Context: an optimization exercise on an open-source flow, tuned for small area. The choices shown serve that exercise and are no tape-out recipe.
At most, simulation tests tie the RTL to the original design; equivalence was not proved.
The clock input has no modelled driver; a real chip could not lean on it and would need a root buffer or a full tree.
Power is estimated from default activity; no workload was simulated.

## the reference run
==> flow/design.v (excerpt) <==
module pmod_step_interface(
    input clk,
    input rst,
    input [3:0] rf_input,
    input [1:0] limit_switches,
    output [3:0] signal_out,
    output [3:0] second_signal,
    output [5:0] LED
    );
clock: 10.0 ns
lec_check: 0
cap_margin: 20
core_margin: 2
core_utilization: 40
slew_margin: 20
run.sh (not shown) runs the stock make flow with config.mk's settings and CLKGATE_MAP_FILE= SYNTH_SCRIPT=/design/flow/synth_recipe.tcl, a recipe that flattens the netlist after the stock synthesis.
The flow did not stop early for the reference run: all stages ran, and the layout cleared the timing, DRC and antenna checks.
Modified inputs, the trial run compared to the reference run
- ABC_AREA newly set to 1
## What came out
Power: the trial run draws less than the reference run
Compared with the reference run, the trial run shows area of placed instances that has gone up by a few percent.
The trial run — instance count of the mapped netlist about 50% higher, the reference run as reference
[compare] base=the reference run new=the trial run: share of the core filled with cells now sits lower, time the worst path needs with I/O delays and setup now sits lower.
Function was not checked in any run of this note: the RTL went through the layout flow alone.

========
before:
pmod_step_interface, a different RTL version from the one above (not shown whole).
Size in the first run: about 140 cells after synthesis, ~22 I/O pins.
Design pmod_step_interface, start of the top module:
module pmod_step_interface(
    input clk,
    input rst,
    input [3:0] rf_input,
    input [1:0] limit_switches,
    output [3:0] signal_out,
    output [3:0] second_signal,
    output [5:0] LED
    );
==> flow/config.mk <==
export PLATFORM = sky130hd
export DESIGN_NAME = pmod_step_interface
export DESIGN_NICKNAME = pmod_step_interface
export VERILOG_FILES = /design/flow/design.v
export SDC_FILE = /design/flow/constraint.sdc
export NUM_CORES = 4
export LEC_CHECK = 0
export CAP_MARGIN = 20
export CORE_MARGIN = 2
export CORE_UTILIZATION = 40
export SLEW_MARGIN = 20
==> flow/constraint.sdc <==
create_clock -name core_clock -period 10.0 [get_ports {clk}]
set_input_delay 2.0000 -clock core_clock [delete_from_list [all_inputs] [get_ports {clk}]]
set_output_delay 2.0000 -clock core_clock [all_outputs]
set_load 0.01 [all_outputs]
standard.sh (not shown) runs the stock make flow with config.mk's settings and CLKGATE_MAP_FILE= SYNTH_SCRIPT=/design/flow/synth_recipe.tcl, a recipe that flattens the netlist after the stock synthesis.
==> flow/flow/run.sh <==
#!/bin/bash
# Own layout flow: the standard synthesis, then the combinational logic between
# the standard synthesis's registers is re-mapped by ABC for area (registers,
# their names and cell types are kept as they are), then the standard ORFS
# layout with small port buffers and a small clock tree.
set -euo pipefail
W=$(pwd)
R=$W/orfs/results/$FLOW_PLATFORM/pmod_step_interface/base
LOGS=$W/orfs/logs/$FLOW_PLATFORM/pmod_step_interface/base
LIB=$FLOW_HOME/platforms/$FLOW_PLATFORM/lib/sky130_fd_sc_hd__tt_025C_1v80.lib

# 1. standard synthesis (netlist only)
bash standard.sh "$R/1_2_yosys.v" > $W/log_1_synth.txt 2>&1
cp "$R/1_2_yosys.v" $W/synth_standard.v

# 2. area re-mapping of the combinational logic
DU=$(grep -o -- "-dont_use [^ ]*" $LOGS/1_2_yosys.log | sort -u | tr '\n' ' ')
sed -e "s#@LIB@#$LIB#g" -e "s#@DU@#$DU#g" -e "s#@IN@#$W/synth_standard.v#g" \
    -e "s#@OUT@#$R/1_2_yosys.v#g" -e "s#@TOP@#$FLOW_TOP#g" flow/reabc.ys > $W/reabc.ys
yosys -s $W/reabc.ys > $W/log_2_reabc.txt 2>&1

# 3. the rest of the standard layout
source flow/knobs.sh
bash standard.sh "${KNOBS[@]}" finish > $W/log_3_layout.txt 2>&1
==> flow/flow/reabc.ys <==
read_liberty -ignore_miss_func @LIB@
read_verilog -defer @IN@
hierarchy -top @TOP@
setattr -mod -set keep_hierarchy 1 sky130_fd_sc_hd__df* sky130_fd_sc_hd__edf* sky130_fd_sc_hd__sdf* sky130_fd_sc_hd__conb_1
flatten
opt_clean
abc -liberty @LIB@ @DU@ -script "+strash;&get -n;&st;&deepsyn -T 20;&dch;&nf -a;&put"
opt_clean -purge
rename -enumerate
tee -o reabc_stat.txt stat -liberty @LIB@
select @TOP@
write_verilog -noattr -nohex -nodec -selected @OUT@
Other scripts of this flow, unchanged in this note and not shown: flow/flow/cts_pre.tcl, flow/flow/knobs.sh
before was carried through to the last stage, and its layout satisfied the timing, DRC and antenna checks.
> inputs changed (before -> after)
==> flow/flow/run.sh <==
#!/bin/bash
# Own layout flow: the standard synthesis; then the combinational logic
# between the standard synthesis's registers is re-mapped by ABC for area
# with a few scripts, keeping the smallest result (registers, their names and
# cell types stay as the standard synthesis made them); then the standard
# ORFS layout with small port buffers and a small clock tree (cts_pre.tcl).
set -euo pipefail
W=$(pwd)
R=$W/orfs/results/$FLOW_PLATFORM/pmod_step_interface/base
LOGS=$W/orfs/logs/$FLOW_PLATFORM/pmod_step_interface/base
LIB=$FLOW_HOME/platforms/$FLOW_PLATFORM/lib/sky130_fd_sc_hd__tt_025C_1v80.lib

# 1. standard synthesis (netlist only)
bash standard.sh "$R/1_2_yosys.v" > $W/log_1_synth.txt 2>&1
cp "$R/1_2_yosys.v" $W/synth_standard.v

# 2. area re-mapping of the combinational logic, several ABC scripts in parallel
DU=$(grep -o -- "-dont_use [^ ]*" $LOGS/1_2_yosys.log | sort -u | tr '\n' ' ')
i=0
while IFS= read -r S; do
  i=$((i+1))
  S=$(printf '%s' "$S" | sed 's/[&#\\]/\\&/g')
  sed -e "s#@LIB@#$LIB#g" -e "s#@DU@#$DU#g" -e "s#@IN@#$W/synth_standard.v#g" \
      -e "s#@OUT@#$W/reabc_$i.v#g" -e "s#@TOP@#$FLOW_TOP#g" -e "s#@STAT@#$W/reabc_stat_$i.txt#g" \
      -e "s#@SCRIPT@#$S#g" flow/reabc.ys > $W/reabc_$i.ys
  (timeout 600 yosys -s $W/reabc_$i.ys > $W/log_2_reabc_$i.txt 2>&1 || true) &
done < flow/scripts.txt
wait
best=""
bestA=""
for j in $(seq 1 $i); do
  A=$(grep "Chip area for top module" $W/reabc_stat_$j.txt 2>/dev/null | awk '{print $NF}' || true)
  [[ -n "$A" && -s $W/reabc_$j.v ]] || continue
  echo "script $j: area $A" >> $W/reabc_choice.txt
  if [[ -z "$bestA" ]] || awk -v a=$A -v b=$bestA 'BEGIN{exit !(a<b)}'; then best=$j; bestA=$A; fi
done
if [[ -n "$best" ]]; then
  echo "chosen: script $best" >> $W/reabc_choice.txt
  cp $W/reabc_$best.v "$R/1_2_yosys.v"
fi

# 3. the rest of the standard layout
source flow/knobs.sh
bash standard.sh "${KNOBS[@]}" finish > $W/log_3_layout.txt 2>&1
diff --git a/flow/flow/reabc.ys b/flow/flow/reabc.ys
--- a/flow/flow/reabc.ys
+++ b/flow/flow/reabc.ys
@@ -7 +7 @@
-abc -liberty @LIB@ @DU@ -script "+strash;&get -n;&st;&deepsyn -T 20;&dch;&nf -a;&put"
+abc -liberty @LIB@ @DU@ -script "@SCRIPT@"
@@ -10 +10 @@
-tee -o reabc_stat.txt stat -liberty @LIB@
+tee -o @STAT@ stat -liberty @LIB@
==> flow/flow/scripts.txt (new file) <==
+strash;&get -n;&st;&deepsyn -T 20;&dch;&nf -a;&put
+strash;&get -n;&st;&deepsyn -T 20;&dch;&put;amap;strash;dch;amap
+strash;&get -n;&st;&deepsyn -T 20;&put;dch;map -a
+strash;&get -n;&st;&deepsyn -T 20;&put;dch;amap
[summary]
- Having completed the whole flow, after delivered a layout that passed the timing, DRC and antenna checks.
- after vs before — total detailed-routing wirelength climbed by more than 10%
- before → after: worst hold path depth level, power density relative to cell area saw a decrease, register-to-register slack rose 0.60 ns, mean number of vias per cell increased 3.2%.
- In the flow results for before and after, the power is larger on before.
- Delta (after minus before): leakage power summed over all cells now smaller; upper clock frequency limit saw a decrease; global-route track usage on met2 picked up an extra 1.7 points.
No run of this note takes its clock network from TritonCTS; it comes from the design's own scripts or RTL.

==> port drivers added, routing unchanged <==
How much do the figures lean on ideal ports? The routed layouts below were timed once more, with nothing changed but the port constraints. Step 1: set_driving_cell puts a clkbuf_16 on clk and a buf_2 on each other input, an assumption about the parent block. Step 2 adds t to the input delays and takes it off the output delays; t is the mean of the earliest and latest rising clock arrival at the registers after step 1. Input paths then give back, and output paths get back, about the clock's delay inside the block. Three values: no drivers, after step 1, after step 2; two values: the first two.
run	t (ns)	setup WS [ns]	worst hold slack (ns)	pins driven straight from the clock port
the reference run	0.314	6.404 / 6.379 / 6.693	0.370 / 0.370 / 0.370	1
the trial run	0.330	6.453 / 6.424 / 6.754	0.358 / 0.358 / 0.358	1
before	0.205	6.900 / 6.852 / 7.057	0.361 / 0.361 / 0.361	3
after	0.196	6.813 / 6.771 / 6.967	0.361 / 0.361 / 0.361	3
After both steps every run listed still meets setup and hold.
